Context: an optimization exercise on an open-source flow, tuned for small area and a short achievable clock period. The choices shown serve that exercise and are no tape-out recipe.
Only simulation tests tie the RTL to the original design; equivalence was not proved.

## flow/design.v (module list and top-level ports; edited modules follow where they fit)
// module iir_DF1_Biquad: 2062 lines
// module iir_fa: 4 lines
// module iir_pg: 4 lines
// module iir_gp: 4 lines
// module iir_gg: 3 lines
// module iir_sr: 3 lines
module iir_DF1_Biquad (
  input clk,
  input rst,
  input signed [15:0] din,
  output signed [15:0] dout
);
  // ...
==> flow/run.sh <==
#!/bin/bash
# synth_recipe.tcl (not shown) runs the flow's synth.tcl, then flattens the netlist and writes it again
# the make line also repeats each setting of config.mk as NAME=value (left out here)
make -C /OpenROAD-flow-scripts/flow DESIGN_CONFIG=/design/flow/config.mk WORK_HOME=/design/flow/orfs CLKGATE_MAP_FILE= SYNTH_SCRIPT=/design/flow/synth_recipe.tcl finish
==> flow/config.mk <==
export PLATFORM = sky130hd
export DESIGN_NAME = iir_DF1_Biquad
export DESIGN_NICKNAME = iir_DF1_Biquad
export VERILOG_FILES = /design/flow/design.v
export SDC_FILE = /design/flow/constraint.sdc
export NUM_CORES = 4
export LEC_CHECK = 0
export CAP_MARGIN = 20
export CORE_MARGIN = 2
export CORE_UTILIZATION = 40
export SLEW_MARGIN = 20
export SYNTH_HIERARCHICAL = 1
export SYNTH_MINIMUM_KEEP_SIZE = 0
==> flow/constraint.sdc <==
create_clock -name core_clock -period 11.0 [get_ports {clk}]
set_input_delay 2.2000 -clock core_clock [delete_from_list [all_inputs] [get_ports {clk}]]
set_output_delay 2.2000 -clock core_clock [all_outputs]
set_load 0.01 [all_outputs]
==> key figures, run 1 <==
Run status
  – Status: no timing/DRC/antenna violations

Setup path
  – Slowest CP cell: dfxtp_1
  – Top delay family on crit path: adder cells
  – Worst EP required: 11.31 ns
  – Critical-path maximum fanout: 7

Timing
  – RSZ-0062 raised after global routing: false
  – Fmax achieved: 0.219 GHz

Placement
  – Gpl congestion: 0.878
  – Dpl cells: 1539

Cells and area
  – Largest regs: xa (16), xb (16), y (16)
  – Post-Route Utilization: 45.0%
  – Buffers outside the clock class: 49
  – Antenna Cells: 0

Global route
  – Vias in the first global route: 8985
  – Grt met1 use: 27.0%

Synthesis
  – Syn_nets: 1483
  – Asr flop ratio synth: 0%
  – Main synth FF type: dfxtp_1
  – Number of synthesized flops with an enable pin: 0
  – Xor and xnor area share after synthesis: 1.06%
  – Share of the synthesized area in the top cell type: 49.7%

Clocking
  – Num CTS Buffers: 17
  – Hold buffers post-CTS: 0
  – Clock H-tree levels: 4

Route
  – DR vias/cell: 4.78
  – Met2 wire length: 15.1 mm
  – Final wirelength: 30.9 mm

Floorplan
  – Core ar.: 0.0325 mm^2
==> inputs of run 2 (changes only) <==
--- a/flow/design.v
+++ b/flow/design.v
@@ -1,15 +1,17 @@
 module iir_DF1_Biquad (
   input clk,
   input rst,
   input signed [15:0] din,
   output signed [15:0] dout
 );
   reg [15:0] y, xa, xb;
+  reg rst_d;
+  wire rst_y;
   reg c0_0;
   reg c1_0;
   reg c2_0;
   reg c0_1;
   reg c1_1;
   reg c2_1;
   reg c0_2;
   reg c1_2;
@@ -1021,188 +1023,79 @@
   wire P931;
   wire G932;
   wire P933;
   wire G934;
   wire P935;
   wire G936;
   wire P937;
   wire G938;
-  wire P939;
-  wire G940;
-  wire P941;
-  wire G942;
-  wire P943;
-  wire G944;
-  wire P945;
-  wire G946;
-  wire P947;
-  wire G948;
-  wire P949;
-  wire G950;
-  wire P951;
-  wire G952;
-  wire P953;
-  wire G954;
-  wire P955;
-  wire G956;
-  wire P957;
-  wire G958;
-  wire P959;
+  wire G939;
+  wire P940;
+  wire G941;
+  wire P942;
+  wire G943;
+  wire P944;
+  wire G945;
+  wire P946;
+  wire G947;
+  wire P948;
+  wire G949;
+  wire P950;
+  wire G951;
+  wire P952;
+  wire G953;
+  wire P954;
+  wire G955;
+  wire P956;
+  wire G957;
+  wire P958;
+  wire G959;
   wire G960;
   wire P961;
   wire G962;
   wire P963;
   wire G964;
   wire P965;
   wire G966;
-  wire G967;
+  wire P967;
   wire G968;
   wire P969;
   wire G970;
   wire P971;
   wire G972;
   wire P973;
   wire G974;
   wire P975;
   wire G976;
-  wire P977;
+  wire G977;
   wire G978;
-  wire P979;
-  wire G980;
-  wire P981;
-  wire G982;
-  wire P983;
-  wire G984;
-  wire P985;
-  wire G986;
-  wire P987;
-  wire G988;
-  wire P989;
+  wire G979;
+  wire P980;
+  wire G981;
+  wire P982;
+  wire G983;
+  wire P984;
+  wire G985;
+  wire P986;
+  wire G987;
+  wire P988;
+  wire G989;
   wire G990;
-  wire P991;
+  wire G991;
   wire G992;
-  wire P993;
+  wire G993;
   wire G994;
-  wire P995;
+  wire G995;
   wire G996;
-  wire P997;
+  wire G997;
   wire G998;
-  wire P999;
+  wire G999;
   wire G1000;
-  wire P1001;
-  wire G1002;
-  wire P1003;
-  wire G1004;
-  wire P1005;
-  wire G1006;
-  wire P1007;
-  wire G1008;
-  wire P1009;
-  wire G1010;
-  wire P1011;
-  wire G1012;
-  wire P1013;
-  wire G1014;
-  wire P1015;
-  wire G1016;
-  wire P1017;
-  wire G1018;
-  wire G1019;
-  wire G1020;
-  wire G1021;
-  wire G1022;
-  wire P1023;
-  wire G1024;
-  wire P1025;
-  wire G1026;
-  wire P1027;
-  wire G1028;
-  wire P1029;
-  wire G1030;
-  wire P1031;
-  wire G1032;
-  wire P1033;
-  wire G1034;
-  wire P1035;
-  wire G1036;
-  wire P1037;
-  wire G1038;
-  wire P1039;
-  wire G1040;
-  wire P1041;
-  wire G1042;
-  wire P1043;
-  wire G1044;
-  wire P1045;
-  wire G1046;
-  wire P1047;
-  wire G1048;
-  wire P1049;
-  wire G1050;
-  wire P1051;
-  wire G1052;
-  wire P1053;
-  wire G1054;
-  wire P1055;
-  wire G1056;
-  wire P1057;
-  wire G1058;
-  wire P1059;
-  wire G1060;
-  wire P1061;
-  wire G1062;
-  wire P1063;
-  wire G1064;
-  wire G1065;
-  wire G1066;
-  wire G1067;
-  wire G1068;
-  wire G1069;
-  wire G1070;
-  wire G1071;
-  wire G1072;
-  wire P1073;
-  wire G1074;
-  wire P1075;
-  wire G1076;
-  wire P1077;
-  wire G1078;
-  wire P1079;
-  wire G1080;
-  wire P1081;
-  wire G1082;
-  wire P1083;
-  wire G1084;
-  wire P1085;
-  wire G1086;
-  wire P1087;
-  wire G1088;
-  wire P1089;
-  wire G1090;
-  wire P1091;
-  wire G1092;
-  wire P1093;
-  wire G1094;
-  wire P1095;
-  wire G1096;
-  wire P1097;
-  wire G1098;
-  wire G1099;
-  wire G1100;
-  wire G1101;
-  wire G1102;
-  wire G1103;
-  wire G1104;
-  wire G1105;
-  wire G1106;
-  wire G1107;
-  wire G1108;
-  wire G1109;
-  wire G1110;
+  wire G1001;
   wire [29:14] s_sum;
   assign s1 = xb[15] ^ xb[12];
   assign c2 = xb[15] & xb[12];
   iir_fa us3 (.a(xb[4]), .b(xb[2]), .c(xb[0]), .s(s3), .co(c4));
   assign s5 = xa[6] ^ xb[7];
   assign c6 = xa[6] & ~xb[7];
   iir_fa us7 (.a(xb[5]), .b(xb[3]), .c(xb[1]), .s(s7), .co(c8));
   iir_fa us9 (.a(xa[7]), .b(xa[4]), .c(y[8]), .s(s9), .co(c10));
@@ -1748,319 +1641,181 @@
   iir_pg ug897 (.a(c831), .b(s833), .g(g897), .p(p898));
   iir_pg ug899 (.a(c834), .b(s836), .g(g899), .p(p900));
   iir_pg ug901 (.a(c837), .b(~s839), .g(g901), .p(p902));
   iir_pg ug903 (.a(~c840), .b(s842), .g(g903), .p(p904));
   iir_pg ug905 (.a(c843), .b(~s844), .g(g905), .p(p906));
   iir_pg ug907 (.a(~c845), .b(~s847), .g(g907), .p(p908));
   iir_pg ug909 (.a(~c848), .b(s849), .g(g909), .p(p910));
   iir_gg uG911 (.gh(g853), .ph(p854), .gl(g851), .g(G911));
-  iir_gp uG912 (.gh(g855), .ph(p856), .gl(g853), .pl(p854), .g(G912), .p(P913));
-  iir_gp uG914 (.gh(g857), .ph(p858), .gl(g855), .pl(p856), .g(G914), .p(P915));
-  iir_gp uG916 (.gh(g859), .ph(p860), .gl(g857), .pl(p858), .g(G916), .p(P917));
-  iir_gp uG918 (.gh(g861), .ph(p862), .gl(g859), .pl(p860), .g(G918), .p(P919));
-  iir_gp uG920 (.gh(g863), .ph(p864), .gl(g861), .pl(p862), .g(G920), .p(P921));
-  iir_gp uG922 (.gh(g865), .ph(p866), .gl(g863), .pl(p864), .g(G922), .p(P923));
-  iir_gp uG924 (.gh(g867), .ph(p868), .gl(g865), .pl(p866), .g(G924), .p(P925));
-  iir_gp uG926 (.gh(g869), .ph(p870), .gl(g867), .pl(p868), .g(G926), .p(P927));
-  iir_gp uG928 (.gh(g871), .ph(p872), .gl(g869), .pl(p870), .g(G928), .p(P929));
-  iir_gp uG930 (.gh(g873), .ph(p874), .gl(g871), .pl(p872), .g(G930), .p(P931));
-  iir_gp uG932 (.gh(g875), .ph(p876), .gl(g873), .pl(p874), .g(G932), .p(P933));
-  iir_gp uG934 (.gh(g877), .ph(p878), .gl(g875), .pl(p876), .g(G934), .p(P935));
-  iir_gp uG936 (.gh(g879), .ph(p880), .gl(g877), .pl(p878), .g(G936), .p(P937));
-  iir_gp uG938 (.gh(g881), .ph(p882), .gl(g879), .pl(p880), .g(G938), .p(P939));
-  iir_gp uG940 (.gh(g883), .ph(p884), .gl(g881), .pl(p882), .g(G940), .p(P941));
-  iir_gp uG942 (.gh(g885), .ph(p886), .gl(g883), .pl(p884), .g(G942), .p(P943));
-  iir_gp uG944 (.gh(g887), .ph(p888), .gl(g885), .pl(p886), .g(G944), .p(P945));
-  iir_gp uG946 (.gh(g889), .ph(p890), .gl(g887), .pl(p888), .g(G946), .p(P947));
-  iir_gp uG948 (.gh(g891), .ph(p892), .gl(g889), .pl(p890), .g(G948), .p(P949));
-  iir_gp uG950 (.gh(g893), .ph(p894), .gl(g891), .pl(p892), .g(G950), .p(P951));
-  iir_gp uG952 (.gh(g895), .ph(p896), .gl(g893), .pl(p894), .g(G952), .p(P953));
-  iir_gp uG954 (.gh(g897), .ph(p898), .gl(g895), .pl(p896), .g(G954), .p(P955));
-  iir_gp uG956 (.gh(g899), .ph(p900), .gl(g897), .pl(p898), .g(G956), .p(P957));
-  iir_gp uG958 (.gh(g901), .ph(p902), .gl(g899), .pl(p900), .g(G958), .p(P959));
-  iir_gp uG960 (.gh(g903), .ph(p904), .gl(g901), .pl(p902), .g(G960), .p(P961));
-  iir_gp uG962 (.gh(g905), .ph(p906), .gl(g903), .pl(p904), .g(G962), .p(P963));
-  iir_gp uG964 (.gh(g907), .ph(p908), .gl(g905), .pl(p906), .g(G964), .p(P965));
-  iir_gg uG966 (.gh(G912), .ph(P913), .gl(g851), .g(G966));
-  iir_gg uG967 (.gh(G914), .ph(P915), .gl(G911), .g(G967));
-  iir_gp uG968 (.gh(G916), .ph(P917), .gl(G912), .pl(P913), .g(G968), .p(P969));
-  iir_gp uG970 (.gh(G918), .ph(P919), .gl(G914), .pl(P915), .g(G970), .p(P971));
-  iir_gp uG972 (.gh(G920), .ph(P921), .gl(G916), .pl(P917), .g(G972), .p(P973));
-  iir_gp uG974 (.gh(G922), .ph(P923), .gl(G918), .pl(P919), .g(G974), .p(P975));
-  iir_gp uG976 (.gh(G924), .ph(P925), .gl(G920), .pl(P921), .g(G976), .p(P977));
-  iir_gp uG978 (.gh(G926), .ph(P927), .gl(G922), .pl(P923), .g(G978), .p(P979));
-  iir_gp uG980 (.gh(G928), .ph(P929), .gl(G924), .pl(P925), .g(G980), .p(P981));
-  iir_gp uG982 (.gh(G930), .ph(P931), .gl(G926), .pl(P927), .g(G982), .p(P983));
-  iir_gp uG984 (.gh(G932), .ph(P933), .gl(G928), .pl(P929), .g(G984), .p(P985));
-  iir_gp uG986 (.gh(G934), .ph(P935), .gl(G930), .pl(P931), .g(G986), .p(P987));
-  iir_gp uG988 (.gh(G936), .ph(P937), .gl(G932), .pl(P933), .g(G988), .p(P989));
-  iir_gp uG990 (.gh(G938), .ph(P939), .gl(G934), .pl(P935), .g(G990), .p(P991));
-  iir_gp uG992 (.gh(G940), .ph(P941), .gl(G936), .pl(P937), .g(G992), .p(P993));
-  iir_gp uG994 (.gh(G942), .ph(P943), .gl(G938), .pl(P939), .g(G994), .p(P995));
-  iir_gp uG996 (.gh(G944), .ph(P945), .gl(G940), .pl(P941), .g(G996), .p(P997));
-  iir_gp uG998 (.gh(G946), .ph(P947), .gl(G942), .pl(P943), .g(G998), .p(P999));
-  iir_gp uG1000 (.gh(G948), .ph(P949), .gl(G944), .pl(P945), .g(G1000), .p(P1001));
-  iir_gp uG1002 (.gh(G950), .ph(P951), .gl(G946), .pl(P947), .g(G1002), .p(P1003));
-  iir_gp uG1004 (.gh(G952), .ph(P953), .gl(G948), .pl(P949), .g(G1004), .p(P1005));
-  iir_gp uG1006 (.gh(G954), .ph(P955), .gl(G950), .pl(P951), .g(G1006), .p(P1007));
-  iir_gp uG1008 (.gh(G956), .ph(P957), .gl(G952), .pl(P953), .g(G1008), .p(P1009));
-  iir_gp uG1010 (.gh(G958), .ph(P959), .gl(G954), .pl(P955), .g(G1010), .p(P1011));
-  iir_gp uG1012 (.gh(G960), .ph(P961), .gl(G956), .pl(P957), .g(G1012), .p(P1013));
-  iir_gp uG1014 (.gh(G962), .ph(P963), .gl(G958), .pl(P959), .g(G1014), .p(P1015));
-  iir_gp uG1016 (.gh(G964), .ph(P965), .gl(G960), .pl(P961), .g(G1016), .p(P1017));
-  iir_gg uG1018 (.gh(G968), .ph(P969), .gl(g851), .g(G1018));
-  iir_gg uG1019 (.gh(G970), .ph(P971), .gl(G911), .g(G1019));
-  iir_gg uG1020 (.gh(G972), .ph(P973), .gl(G966), .g(G1020));
-  iir_gg uG1021 (.gh(G974), .ph(P975), .gl(G967), .g(G1021));
-  iir_gp uG1022 (.gh(G976), .ph(P977), .gl(G968), .pl(P969), .g(G1022), .p(P1023));
-  iir_gp uG1024 (.gh(G978), .ph(P979), .gl(G970), .pl(P971), .g(G1024), .p(P1025));
-  iir_gp uG1026 (.gh(G980), .ph(P981), .gl(G972), .pl(P973), .g(G1026), .p(P1027));
-  iir_gp uG1028 (.gh(G982), .ph(P983), .gl(G974), .pl(P975), .g(G1028), .p(P1029));
-  iir_gp uG1030 (.gh(G984), .ph(P985), .gl(G976), .pl(P977), .g(G1030), .p(P1031));
-  iir_gp uG1032 (.gh(G986), .ph(P987), .gl(G978), .pl(P979), .g(G1032), .p(P1033));
-  iir_gp uG1034 (.gh(G988), .ph(P989), .gl(G980), .pl(P981), .g(G1034), .p(P1035));
-  iir_gp uG1036 (.gh(G990), .ph(P991), .gl(G982), .pl(P983), .g(G1036), .p(P1037));
-  iir_gp uG1038 (.gh(G992), .ph(P993), .gl(G984), .pl(P985), .g(G1038), .p(P1039));
-  iir_gp uG1040 (.gh(G994), .ph(P995), .gl(G986), .pl(P987), .g(G1040), .p(P1041));
-  iir_gp uG1042 (.gh(G996), .ph(P997), .gl(G988), .pl(P989), .g(G1042), .p(P1043));
-  iir_gp uG1044 (.gh(G998), .ph(P999), .gl(G990), .pl(P991), .g(G1044), .p(P1045));
-  iir_gp uG1046 (.gh(G1000), .ph(P1001), .gl(G992), .pl(P993), .g(G1046), .p(P1047));
-  iir_gp uG1048 (.gh(G1002), .ph(P1003), .gl(G994), .pl(P995), .g(G1048), .p(P1049));
-  iir_gp uG1050 (.gh(G1004), .ph(P1005), .gl(G996), .pl(P997), .g(G1050), .p(P1051));
-  iir_gp uG1052 (.gh(G1006), .ph(P1007), .gl(G998), .pl(P999), .g(G1052), .p(P1053));
-  iir_gp uG1054 (.gh(G1008), .ph(P1009), .gl(G1000), .pl(P1001), .g(G1054), .p(P1055));
-  iir_gp uG1056 (.gh(G1010), .ph(P1011), .gl(G1002), .pl(P1003), .g(G1056), .p(P1057));
-  iir_gp uG1058 (.gh(G1012), .ph(P1013), .gl(G1004), .pl(P1005), .g(G1058), .p(P1059));
-  iir_gp uG1060 (.gh(G1014), .ph(P1015), .gl(G1006), .pl(P1007), .g(G1060), .p(P1061));
-  iir_gp uG1062 (.gh(G1016), .ph(P1017), .gl(G1008), .pl(P1009), .g(G1062), .p(P1063));
-  iir_gg uG1064 (.gh(G1022), .ph(P1023), .gl(g851), .g(G1064));
-  iir_gg uG1065 (.gh(G1024), .ph(P1025), .gl(G911), .g(G1065));
-  iir_gg uG1066 (.gh(G1026), .ph(P1027), .gl(G966), .g(G1066));
-  iir_gg uG1067 (.gh(G1028), .ph(P1029), .gl(G967), .g(G1067));
-  iir_gg uG1068 (.gh(G1030), .ph(P1031), .gl(G1018), .g(G1068));
-  iir_gg uG1069 (.gh(G1032), .ph(P1033), .gl(G1019), .g(G1069));
-  iir_gg uG1070 (.gh(G1034), .ph(P1035), .gl(G1020), .g(G1070));
-  iir_gg uG1071 (.gh(G1036), .ph(P1037), .gl(G1021), .g(G1071));
-  iir_gp uG1072 (.gh(G1038), .ph(P1039), .gl(G1022), .pl(P1023), .g(G1072), .p(P1073));
-  iir_gp uG1074 (.gh(G1040), .ph(P1041), .gl(G1024), .pl(P1025), .g(G1074), .p(P1075));
-  iir_gp uG1076 (.gh(G1042), .ph(P1043), .gl(G1026), .pl(P1027), .g(G1076), .p(P1077));
-  iir_gp uG1078 (.gh(G1044), .ph(P1045), .gl(G1028), .pl(P1029), .g(G1078), .p(P1079));
-  iir_gp uG1080 (.gh(G1046), .ph(P1047), .gl(G1030), .pl(P1031), .g(G1080), .p(P1081));
-  iir_gp uG1082 (.gh(G1048), .ph(P1049), .gl(G1032), .pl(P1033), .g(G1082), .p(P1083));
-  iir_gp uG1084 (.gh(G1050), .ph(P1051), .gl(G1034), .pl(P1035), .g(G1084), .p(P1085));
-  iir_gp uG1086 (.gh(G1052), .ph(P1053), .gl(G1036), .pl(P1037), .g(G1086), .p(P1087));
-  iir_gp uG1088 (.gh(G1054), .ph(P1055), .gl(G1038), .pl(P1039), .g(G1088), .p(P1089));
-  iir_gp uG1090 (.gh(G1056), .ph(P1057), .gl(G1040), .pl(P1041), .g(G1090), .p(P1091));
-  iir_gp uG1092 (.gh(G1058), .ph(P1059), .gl(G1042), .pl(P1043), .g(G1092), .p(P1093));
-  iir_gp uG1094 (.gh(G1060), .ph(P1061), .gl(G1044), .pl(P1045), .g(G1094), .p(P1095));
-  iir_gp uG1096 (.gh(G1062), .ph(P1063), .gl(G1046), .pl(P1047), .g(G1096), .p(P1097));
-  iir_gg uG1098 (.gh(G1072), .ph(P1073), .gl(g851), .g(G1098));
-  iir_gg uG1099 (.gh(G1074), .ph(P1075), .gl(G911), .g(G1099));
-  iir_gg uG1100 (.gh(G1076), .ph(P1077), .gl(G966), .g(G1100));
-  iir_gg uG1101 (.gh(G1078), .ph(P1079), .gl(G967), .g(G1101));
-  iir_gg uG1102 (.gh(G1080), .ph(P1081), .gl(G1018), .g(G1102));
-  iir_gg uG1103 (.gh(G1082), .ph(P1083), .gl(G1019), .g(G1103));
-  iir_gg uG1104 (.gh(G1084), .ph(P1085), .gl(G1020), .g(G1104));
-  iir_gg uG1105 (.gh(G1086), .ph(P1087), .gl(G1021), .g(G1105));
-  iir_gg uG1106 (.gh(G1088), .ph(P1089), .gl(G1064), .g(G1106));
-  iir_gg uG1107 (.gh(G1090), .ph(P1091), .gl(G1065), .g(G1107));
-  iir_gg uG1108 (.gh(G1092), .ph(P1093), .gl(G1066), .g(G1108));
-  iir_gg uG1109 (.gh(G1094), .ph(P1095), .gl(G1067), .g(G1109));
-  iir_gg uG1110 (.gh(G1096), .ph(P1097), .gl(G1068), .g(G1110));
-  iir_sr us_sum_14 (.p(p880), .c(G1069), .rst(rst), .s(s_sum[14]));
-  iir_sr us_sum_15 (.p(p882), .c(G1070), .rst(rst), .s(s_sum[15]));
-  iir_sr us_sum_16 (.p(p884), .c(G1071), .rst(rst), .s(s_sum[16]));
-  iir_sr us_sum_17 (.p(p886), .c(G1098), .rst(rst), .s(s_sum[17]));
-  iir_sr us_sum_18 (.p(p888), .c(G1099), .rst(rst), .s(s_sum[18]));
-  iir_sr us_sum_19 (.p(p890), .c(G1100), .rst(rst), .s(s_sum[19]));
-  iir_sr us_sum_20 (.p(p892), .c(G1101), .rst(rst), .s(s_sum[20]));
-  iir_sr us_sum_21 (.p(p894), .c(G1102), .rst(rst), .s(s_sum[21]));
-  iir_sr us_sum_22 (.p(p896), .c(G1103), .rst(rst), .s(s_sum[22]));
-  iir_sr us_sum_23 (.p(p898), .c(G1104), .rst(rst), .s(s_sum[23]));
-  iir_sr us_sum_24 (.p(p900), .c(G1105), .rst(rst), .s(s_sum[24]));
-  iir_sr us_sum_25 (.p(p902), .c(G1106), .rst(rst), .s(s_sum[25]));
-  iir_sr us_sum_26 (.p(p904), .c(G1107), .rst(rst), .s(s_sum[26]));
-  iir_sr us_sum_27 (.p(p906), .c(G1108), .rst(rst), .s(s_sum[27]));
-  iir_sr us_sum_28 (.p(p908), .c(G1109), .rst(rst), .s(s_sum[28]));
-  iir_sr us_sum_29 (.p(p910), .c(G1110), .rst(rst), .s(s_sum[29]));
+  iir_gp uG912 (.gh(g857), .ph(p858), .gl(g855), .pl(p856), .g(G912), .p(P913));
+  iir_gp uG914 (.gh(g861), .ph(p862), .gl(g859), .pl(p860), .g(G914), .p(P915));
+  iir_gp uG916 (.gh(g865), .ph(p866), .gl(g863), .pl(p864), .g(G916), .p(P917));
+  iir_gp uG918 (.gh(g869), .ph(p870), .gl(g867), .pl(p868), .g(G918), .p(P919));
+  iir_gp uG920 (.gh(g873), .ph(p874), .gl(g871), .pl(p872), .g(G920), .p(P921));
+  iir_gp uG922 (.gh(g877), .ph(p878), .gl(g875), .pl(p876), .g(G922), .p(P923));
+  iir_gp uG924 (.gh(g881), .ph(p882), .gl(g879), .pl(p880), .g(G924), .p(P925));
+  iir_gp uG926 (.gh(g885), .ph(p886), .gl(g883), .pl(p884), .g(G926), .p(P927));
+  iir_gp uG928 (.gh(g889), .ph(p890), .gl(g887), .pl(p888), .g(G928), .p(P929));
+  iir_gp uG930 (.gh(g893), .ph(p894), .gl(g891), .pl(p892), .g(G930), .p(P931));
+  iir_gp uG932 (.gh(g897), .ph(p898), .gl(g895), .pl(p896), .g(G932), .p(P933));
+  iir_gp uG934 (.gh(g901), .ph(p902), .gl(g899), .pl(p900), .g(G934), .p(P935));
+  iir_gp uG936 (.gh(g905), .ph(p906), .gl(g903), .pl(p904), .g(G936), .p(P937));
+  iir_gg uG938 (.gh(G912), .ph(P913), .gl(G911), .g(G938));
+  iir_gp uG939 (.gh(G916), .ph(P917), .gl(G914), .pl(P915), .g(G939), .p(P940));
+  iir_gp uG941 (.gh(G920), .ph(P921), .gl(G918), .pl(P919), .g(G941), .p(P942));
+  iir_gp uG943 (.gh(g879), .ph(p880), .gl(G922), .pl(P923), .g(G943), .p(P944));
+  iir_gp uG945 (.gh(G924), .ph(P925), .gl(G922), .pl(P923), .g(G945), .p(P946));
+  iir_gp uG947 (.gh(g887), .ph(p888), .gl(G926), .pl(P927), .g(G947), .p(P948));
+  iir_gp uG949 (.gh(G928), .ph(P929), .gl(G926), .pl(P927), .g(G949), .p(P950));
+  iir_gp uG951 (.gh(g895), .ph(p896), .gl(G930), .pl(P931), .g(G951), .p(P952));
+  iir_gp uG953 (.gh(G932), .ph(P933), .gl(G930), .pl(P931), .g(G953), .p(P954));
+  iir_gp uG955 (.gh(g903), .ph(p904), .gl(G934), .pl(P935), .g(G955), .p(P956));
+  iir_gp uG957 (.gh(G936), .ph(P937), .gl(G934), .pl(P935), .g(G957), .p(P958));
+  iir_gg uG959 (.gh(G939), .ph(P940), .gl(G938), .g(G959));
+  iir_gp uG960 (.gh(G922), .ph(P923), .gl(G941), .pl(P942), .g(G960), .p(P961));
+  iir_gp uG962 (.gh(G943), .ph(P944), .gl(G941), .pl(P942), .g(G962), .p(P963));
+  iir_gp uG964 (.gh(G945), .ph(P946), .gl(G941), .pl(P942), .g(G964), .p(P965));
+  iir_gp uG966 (.gh(g891), .ph(p892), .gl(G949), .pl(P950), .g(G966), .p(P967));
+  iir_gp uG968 (.gh(G930), .ph(P931), .gl(G949), .pl(P950), .g(G968), .p(P969));
+  iir_gp uG970 (.gh(G951), .ph(P952), .gl(G949), .pl(P950), .g(G970), .p(P971));
+  iir_gp uG972 (.gh(G953), .ph(P954), .gl(G949), .pl(P950), .g(G972), .p(P973));
+  iir_gp uG974 (.gh(g907), .ph(p908), .gl(G957), .pl(P958), .g(G974), .p(P975));
+  iir_gg uG976 (.gh(G960), .ph(P961), .gl(G959), .g(G976));
+  iir_gg uG977 (.gh(G962), .ph(P963), .gl(G959), .g(G977));
+  iir_gg uG978 (.gh(G964), .ph(P965), .gl(G959), .g(G978));
+  iir_gp uG979 (.gh(g899), .ph(p900), .gl(G972), .pl(P973), .g(G979), .p(P980));
+  iir_gp uG981 (.gh(G934), .ph(P935), .gl(G972), .pl(P973), .g(G981), .p(P982));
+  iir_gp uG983 (.gh(G955), .ph(P956), .gl(G972), .pl(P973), .g(G983), .p(P984));
+  iir_gp uG985 (.gh(G957), .ph(P958), .gl(G972), .pl(P973), .g(G985), .p(P986));
+  iir_gp uG987 (.gh(G974), .ph(P975), .gl(G972), .pl(P973), .g(G987), .p(P988));
+  iir_gg uG989 (.gh(g883), .ph(p884), .gl(G978), .g(G989));
+  iir_gg uG990 (.gh(G926), .ph(P927), .gl(G978), .g(G990));
+  iir_gg uG991 (.gh(G947), .ph(P948), .gl(G978), .g(G991));
+  iir_gg uG992 (.gh(G949), .ph(P950), .gl(G978), .g(G992));
+  iir_gg uG993 (.gh(G966), .ph(P967), .gl(G978), .g(G993));
+  iir_gg uG994 (.gh(G968), .ph(P969), .gl(G978), .g(G994));
+  iir_gg uG995 (.gh(G970), .ph(P971), .gl(G978), .g(G995));
+  iir_gg uG996 (.gh(G972), .ph(P973), .gl(G978), .g(G996));
+  iir_gg uG997 (.gh(G979), .ph(P980), .gl(G978), .g(G997));
+  iir_gg uG998 (.gh(G981), .ph(P982), .gl(G978), .g(G998));
+  iir_gg uG999 (.gh(G983), .ph(P984), .gl(G978), .g(G999));
+  iir_gg uG1000 (.gh(G985), .ph(P986), .gl(G978), .g(G1000));
+  iir_gg uG1001 (.gh(G987), .ph(P988), .gl(G978), .g(G1001));
+  iir_sr us_sum_14 (.p(p880), .c(G976), .rst(rst_y), .s(s_sum[14]));
+  iir_sr us_sum_15 (.p(p882), .c(G977), .rst(rst_y), .s(s_sum[15]));
+  iir_sr us_sum_16 (.p(p884), .c(G978), .rst(rst_y), .s(s_sum[16]));
+  iir_sr us_sum_17 (.p(p886), .c(G989), .rst(rst_y), .s(s_sum[17]));
+  iir_sr us_sum_18 (.p(p888), .c(G990), .rst(rst_y), .s(s_sum[18]));
+  iir_sr us_sum_19 (.p(p890), .c(G991), .rst(rst_y), .s(s_sum[19]));
+  iir_sr us_sum_20 (.p(p892), .c(G992), .rst(rst_y), .s(s_sum[20]));
+  iir_sr us_sum_21 (.p(p894), .c(G993), .rst(rst_y), .s(s_sum[21]));
+  iir_sr us_sum_22 (.p(p896), .c(G994), .rst(rst_y), .s(s_sum[22]));
+  iir_sr us_sum_23 (.p(p898), .c(G995), .rst(rst_y), .s(s_sum[23]));
+  iir_sr us_sum_24 (.p(p900), .c(G996), .rst(rst_y), .s(s_sum[24]));
+  iir_sr us_sum_25 (.p(p902), .c(G997), .rst(rst_y), .s(s_sum[25]));
+  iir_sr us_sum_26 (.p(p904), .c(G998), .rst(rst_y), .s(s_sum[26]));
+  iir_sr us_sum_27 (.p(p906), .c(G999), .rst(rst_y), .s(s_sum[27]));
+  iir_sr us_sum_28 (.p(p908), .c(G1000), .rst(rst_y), .s(s_sum[28]));
+  iir_sr us_sum_29 (.p(p910), .c(G1001), .rst(rst_y), .s(s_sum[29]));
   always @(posedge clk) begin
     if (rst) begin
       xa <= 16'd0; xb <= 16'd0;
-      c0_0 <= 1'b1;
-      c1_0 <= 1'b0;
-      c2_0 <= 1'b1;
-      c0_1 <= 1'b0;
-      c1_1 <= 1'b0;
-      c2_1 <= 1'b1;
-      c0_2 <= 1'b0;
-      c1_2 <= 1'b1;
-      c2_2 <= 1'b0;
-      c0_3 <= 1'b1;
-      c1_3 <= 1'b0;
-      c2_3 <= 1'b0;
-      c0_4 <= 1'b0;
-      c1_4 <= 1'b0;
-      c2_4 <= 1'b1;
-      c0_5 <= 1'b0;
-      c1_5 <= 1'b0;
-      c2_5 <= 1'b1;
-      c0_6 <= 1'b0;
-      c1_6 <= 1'b0;
-      c2_6 <= 1'b1;
-      c0_7 <= 1'b0;
-      c1_7 <= 1'b0;
-      c2_7 <= 1'b1;
-      c0_8 <= 1'b0;
-      c1_8 <= 1'b0;
-      c2_8 <= 1'b1;
-      c0_9 <= 1'b0;
-      c1_9 <= 1'b0;
-      c2_9 <= 1'b1;
-      c0_10 <= 1'b1;
-      c1_10 <= 1'b0;
-      c2_10 <= 1'b1;
-      c0_11 <= 1'b0;
-      c1_11 <= 1'b0;
-      c2_11 <= 1'b1;
-      c0_12 <= 1'b0;
-      c1_12 <= 1'b0;
-      c2_12 <= 1'b1;
-      c0_13 <= 1'b0;
-      c1_13 <= 1'b0;
-      c2_13 <= 1'b1;
-      c0_14 <= 1'b0;
-      c1_14 <= 1'b0;
-      c2_14 <= 1'b1;
-      c0_15 <= 1'b1;
-      c1_15 <= 1'b0;
-      c2_15 <= 1'b1;
-      c0_16 <= 1'b1;
-      c1_16 <= 1'b0;
-      c2_16 <= 1'b1;
-      c0_17 <= 1'b1;
-      c1_17 <= 1'b0;
-      c2_17 <= 1'b1;
-      c0_18 <= 1'b0;
-      c1_18 <= 1'b0;
-      c2_18 <= 1'b1;
-      c0_19 <= 1'b1;
-      c1_19 <= 1'b0;
-      c2_19 <= 1'b1;
-      c0_20 <= 1'b1;
-      c1_20 <= 1'b0;
-      c2_20 <= 1'b1;
-      c0_21 <= 1'b1;
-      c1_21 <= 1'b0;
-      c2_21 <= 1'b1;
-      c0_22 <= 1'b0;
-      c1_22 <= 1'b0;
-      c2_22 <= 1'b1;
-      c0_23 <= 1'b1;
-      c1_23 <= 1'b1;
-      c2_23 <= 1'b0;
-      c0_24 <= 1'b0;
-      c1_24 <= 1'b1;
-      c2_24 <= 1'b1;
-      c0_25 <= 1'b1;
-      c1_25 <= 1'b1;
-      c2_25 <= 1'b0;
-      c0_26 <= 1'b0;
-      c1_26 <= 1'b1;
-      c1_27 <= 1'b1;
-      c1_28 <= 1'b1;
-      c0_29 <= 1'b1;
     end else begin
       xa <= din; xb <= xa;
-      c0_0 <= xb[0];
-      c1_0 <= y[0];
-      c2_0 <= din[0];
-      c0_1 <= s502;
-      c1_1 <= y[1];
-      c2_1 <= din[1];
-      c0_2 <= c503;
-      c1_2 <= s504;
-      c2_2 <= s396;
-      c0_3 <= c505;
-      c1_3 <= s506;
-      c2_3 <= s400;
-      c0_4 <= c507;
-      c1_4 <= s509;
-      c2_4 <= s405;
-      c0_5 <= c510;
-      c1_5 <= s511;
-      c2_5 <= c406;
-      c0_6 <= c512;
-      c1_6 <= s513;
-      c2_6 <= s414;
-      c0_7 <= c514;
-      c1_7 <= s516;
-      c2_7 <= s419;
-      c0_8 <= c517;
-      c1_8 <= s519;
-      c2_8 <= s424;
-      c0_9 <= c520;
-      c1_9 <= s522;
-      c2_9 <= s429;
-      c0_10 <= c523;
-      c1_10 <= s525;
-      c2_10 <= s434;
-      c0_11 <= c526;
-      c1_11 <= s528;
-      c2_11 <= s439;
-      c0_12 <= c529;
-      c1_12 <= s531;
-      c2_12 <= s444;
-      c0_13 <= c532;
-      c1_13 <= s534;
-      c2_13 <= s449;
-      c0_14 <= c535;
-      c1_14 <= s537;
-      c2_14 <= s454;
-      c0_15 <= c538;
-      c1_15 <= s540;
-      c2_15 <= s459;
-      c0_16 <= c541;
-      c1_16 <= s543;
-      c2_16 <= s464;
-      c0_17 <= c544;
-      c1_17 <= s546;
-      c2_17 <= s469;
-      c0_18 <= c547;
-      c1_18 <= s549;
-      c2_18 <= s474;
-      c0_19 <= c550;
-      c1_19 <= s552;
-      c2_19 <= s479;
-      c0_20 <= c553;
-      c1_20 <= s555;
-      c2_20 <= s483;
-      c0_21 <= c556;
-      c1_21 <= s558;
-      c2_21 <= s487;
-      c0_22 <= c559;
-      c1_22 <= s561;
-      c2_22 <= s491;
-      c0_23 <= c562;
-      c1_23 <= s563;
-      c2_23 <= c490;
-      c0_24 <= c564;
-      c1_24 <= s565;
-      c2_24 <= c497;
-      c0_25 <= c566;
-      c1_25 <= s568;
-      c2_25 <= c501;
-      c0_26 <= c569;
-      c1_26 <= y[12];
-      c1_27 <= y[13];
-      c1_28 <= y[14];
-      c0_29 <= y[15];
     end
   end
   always @(posedge clk) begin
+    rst_d <= rst;
+    c0_0 <= xb[0];
+    c1_0 <= y[0];
+    c2_0 <= din[0];
+    c0_1 <= s502;
+    c1_1 <= y[1];
+    c2_1 <= din[1];
+    c0_2 <= c503;
+    c1_2 <= s504;
+    c2_2 <= s396;
+    c0_3 <= c505;
+    c1_3 <= s506;
+    c2_3 <= s400;
+    c0_4 <= c507;
+    c1_4 <= s509;
+    c2_4 <= s405;
+    c0_5 <= c510;
+    c1_5 <= s511;
+    c2_5 <= c406;
+    c0_6 <= c512;
+    c1_6 <= s513;
+    c2_6 <= s414;
+    c0_7 <= c514;
+    c1_7 <= s516;
+    c2_7 <= s419;
+    c0_8 <= c517;
+    c1_8 <= s519;
+    c2_8 <= s424;
+    c0_9 <= c520;
+    c1_9 <= s522;
+    c2_9 <= s429;
+    c0_10 <= c523;
+    c1_10 <= s525;
+    c2_10 <= s434;
+    c0_11 <= c526;
+    c1_11 <= s528;
+    c2_11 <= s439;
+    c0_12 <= c529;
+    c1_12 <= s531;
+    c2_12 <= s444;
+    c0_13 <= c532;
+    c1_13 <= s534;
+    c2_13 <= s449;
+    c0_14 <= c535;
+    c1_14 <= s537;
+    c2_14 <= s454;
+    c0_15 <= c538;
+    c1_15 <= s540;
+    c2_15 <= s459;
+    c0_16 <= c541;
+    c1_16 <= s543;
+    c2_16 <= s464;
+    c0_17 <= c544;
+    c1_17 <= s546;
+    c2_17 <= s469;
+    c0_18 <= c547;
+    c1_18 <= s549;
+    c2_18 <= s474;
+    c0_19 <= c550;
+    c1_19 <= s552;
+    c2_19 <= s479;
+    c0_20 <= c553;
+    c1_20 <= s555;
+    c2_20 <= s483;
+    c0_21 <= c556;
+    c1_21 <= s558;
+    c2_21 <= s487;
+    c0_22 <= c559;
+    c1_22 <= s561;
+    c2_22 <= s491;
+    c0_23 <= c562;
+    c1_23 <= s563;
+    c2_23 <= c490;
+    c0_24 <= c564;
+    c1_24 <= s565;
+    c2_24 <= c497;
+    c0_25 <= c566;
+    c1_25 <= s568;
+    c2_25 <= c501;
+    c0_26 <= c569;
+    c1_26 <= y[12];
+    c1_27 <= y[13];
+    c1_28 <= y[14];
+    c0_29 <= y[15];
+  end
+  assign rst_y = rst | rst_d;
+  always @(posedge clk) begin
     y <= s_sum[29:14];
   end
   assign dout = y;
 endmodule
 module iir_fa (input a, input b, input c, output s, output co);
   assign s = a ^ b ^ c;
   assign co = (a & b) | (c & (a ^ b));
 endmodule
==> flow/config.mk (replaced) <==
export PLATFORM = sky130hd
export DESIGN_NAME = iir_DF1_Biquad
export DESIGN_NICKNAME = iir_DF1_Biquad
export VERILOG_FILES = /design/flow/design.v
export SDC_FILE = /design/flow/constraint.sdc
export NUM_CORES = 4
export LEC_CHECK = 0
export CAP_MARGIN = 20
export CORE_MARGIN = 2
export CORE_UTILIZATION = 40
export CTS_BUF_LIST = sky130_fd_sc_hd__clkbuf_8
export SLEW_MARGIN = 20
export SYNTH_HIERARCHICAL = 1
export SYNTH_MINIMUM_KEEP_SIZE = 0
==> key figures, run 2 <==
Run status
  – Status: no timing/DRC/antenna violations

Clocking
  – Clock H-tree levels: 4 (unchanged)
  – Clock Pin Slew Worst Setup and Hold Paths: 0.09 ns
  – CTS sink cnt: 132
  – Hold buffers post-CTS: 0 (unchanged)
  – CTS tree: done
  – Worst-Skew Late Latency: 0.45 ns
  – Num CTS Buffers: 17 (unchanged)
  – Worst-case clock buffer depth: 2
  – Post_cts resized: 0
  – Setup Buffers After CTS: 0
  – Root Driver: clkbuf_8

Global route
  – GR Util met3: 3.42%
  – Largest net degree at the start of global routing: 35
  – First-pass GRT wire length: 40.8 mm
  – Initial antenna violation count: 0
  – Busiest layer in global routing: met2
  – Grt met1 use: 22.8% (-4.2 points)
  – GRT Util Overall: 18.2%
  – Met2 Track Usage GR: 33.1%
  – Vias in the first global route: 7270 (-19%)
  – Global route overflow: 0

Synthesis
  – Synth area leader: fa_1
  – Compound-Gate Fraction of Synth Area: 3.48%
  – Simple-gate portion of the synthesized area: 4.15%
  – Post-synthesis mux area share: 0%
  – Synth warn: 7
  – Syn_nets: 1284 (-13%)
  – Number of synthesized register bits: 132
  – Distinct cells, synth: 12
  – Syn Inst Count: 861
  – Main synth FF type: dfxtp_1
  – Post-Synth Adder-Cell Area: 63.5%
  – Sequential-to-total area share from yosys stat: 22.3%
  – Asr flop ratio synth: 0% (unchanged)
  – Syn Area/Cell: 13.8 um^2
  – Main combinational cell family by area after synthesis: adder cells
  – Cell Area, Synth: 0.0119 mm^2
  – Post-synth top cells: 327 x fa_1, 165 x inv_1, 132 x dfxtp_1
  – Number of synthesized flops with an enable pin: 0 (unchanged)
  – Top cells by area, synth: fa_1 55%, dfxtp_1 22%, ha_1 8.2%, inv_1 5.2%, a21o_1 3.5%
  – Share of the synthesized area in the top cell type: 55.2% (+5.5 points)
  – Xor and xnor area share after synthesis: 1.18% (+0.12 points)
  – Most frequent cell after synthesis: fa_1

Hold path
  – Worst hold path type: flop to flop
  – HP Start: xb[0]
  – Hold path depth: 0
  – Hold path endpoint: c0_0

Placement
  – Dpl ws: 6.14 ns
  – Port Buffer Count: 33
  – Gpl congestion: 0.819 (-6.8%)
  – Dpl cells: 1295 (-16%)
  – DP Wirelength: 20.6 mm

Timing
  – Worst setup margin: 6.14 ns
  – Setup TNS: 0 ns
  – Slew @ Worst Pin: 1.09 ns
  – Final worst path period need: 4.86 ns
  – Final hold violation count: 0
  – Fmax achieved: 0.206 GHz (-5.8%)
  – Clock skew: 0.0107 ns
  – Final Setup Violations: 0
  – Final Max Slew Viols: 0
  – Fin crit share: 44.1%
  – RSZ-0062 raised after global routing: false
  – Relative slew margins: 27.5%

Cells and area
  – Fin nets: 1347
  – Post-Route Utilization: 44.8% (-0.24 points)
  – Largest regs: xa (16), xb (16), y (16)
  – Area grow syn2layout: 11.2%
  – Non-Filler Instances: 1326
  – Share of layout cells above drive strength 1: 4.91%
  – Leading cell type in the layout, fill and taps excluded: fa_1
  – Antenna Cells: 0 (unchanged)
  – Commonest non-fill, non-tap cells in the layout: 327 x fa_1, 165 x inv_1, 131 x dfxtp_1

Route
  – Final wirelength: 25.7 mm (-17%)
  – DR vias: 6195
  – Wirelength per Cell: 19.4 um
  – Post-route ant nets: 0
  – DR vias/cell: 4.67 (-2.3%)
  – DRC: 0
  – Drt pass-1 iters: 5
  – DRT iter0 DRCs: 269

Setup path
  – Crit. End Element: flop
  – Nature of the critical path startpoint: flop
  – WP data arrival: 5.18 ns
  – R2r setup slk: 6.14 ns
  – Worst r2r dst: y[14]
  – R2r startpoint: y[5]
  – Critical-path maximum fanout: 14 (+7)
  – Critical path class: flop to flop
  – Worst EP required: 11.32 ns (about the same)
  – Cell depth of the worst flop-to-flop path: 13

Floorplan
  – Chip Height: 176 um
  – Core ar.: 0.0294 mm^2 (-9.4%)
  – Die width: 176 um
  – I/O pin count: 34
  – Initial Utilization: 40.3%
  – Core Rows: 63
  – Die area: 0.0310 mm^2

Run
  – Max Cap Viol: 0
## run 2: layer usage
metal,vias to the layer above,wire length (um)
met4,0,316
met1,3346,10400
met5,-,0
li1,2695,-
met2,132,14000
met3,22,1030
## run 2: kinds of logic after synthesis
family | after synthesis
xor+xnor | 16
compound gates | 55
flops | 132
buf+inv | 168
simple gates | 85
fa+ha+maj | 405
## run 2: worst max-delay path: stages (launching register included)
cell and delay [ns]:
dfxtp_1 1.05, inv_1 0.17, ha_1 0.38, fa_1 0.48, fa_1 0.58, fa_1 0.41
ha_1 0.32, and2_1 0.18, and2_1 0.17, and2_1 0.15, a21o_1 0.37, a21o_1 0.25
xnor2_1 0.15, nor2_1 0.06
## run 2: per-stage QoR
step / instance area (um^2) / hold slack, ns
2_1_floorplan: 11900 / 0.399
3_3_place_gp: 12800 / 0.464
3_5_place_dp: 12800 / 0.464
4_1_cts: 13200 / 0.479
5_1_grt: 13200 / 0.486
6_report: 13200 / 0.465
## run 2: per-module statistics from Yosys (local to each module, per instance)
module          cells inside  area (um^2)  times used
iir_sr                     2         12.5          16
iir_fa                     1         20.0         327
iir_gg                     1         7.51          19
iir_gp                     2         13.8          36
iir_DF1_Biquad           381         4090           1
iir_pg                     1         12.5          30
## run 2: how the worst max path moves through the flow
stage	start	end	slack, ns	cells past startpoint
after CTS	y[8]	y[14]	6.14	12
after detailed placement	y[8]	y[14]	6.14	12
final	y[5]	y[14]	6.14	13
after global routing	y[5]	y[13]	5.88	13
after global placement	y[8]	y[12]	6.25	12
after floorplan	y[8]	y[11]	6.74	12
## run 2: cell type report
type | instances | area (um^2)
Inverter | 165 | 619
Clock buffer | 18 | 248
Tap cell | 390 | 488
Multi-Input combinational cell | 561 | 8570
Sequential cell | 132 | 2640
Fill cell | 2700 | 16200
Timing Repair Buffer | 47 | 435
Clock inverter | 13 | 174

-- separate check: timing with driven ports --
How much do the figures lean on ideal ports? The routed layouts below were timed once more, with nothing changed but the port constraints.
Step 1, drivers: a clkbuf_16 drives clk and a buf_2 each remaining input, both assumed.
Step 2 times the ports against the registers' clock, not the clock port: input delays grow and output delays shrink by t, the midpoint of the rising clock arrivals with the driver on.
Slacks: ideal / step 1 / step 2; pairs: ideal / step 1.
run	t, ns	slack for setup (ns)	clock arrival spread, ns	worst slew at a driven data input, ns	pins driven straight from the clock port
run 1	0.476	6.423 / 6.423 / 6.270	0.013 / 0.012	0.03	1
run 2	0.490	6.144 / 6.144 / 6.144	0.012 / 0.012	0.04	1
After both steps every run listed still meets setup and hold. For run 1, which loses most, drivers alone change the setup slack by 0.000 ns; drivers and shift together by -0.153 ns.
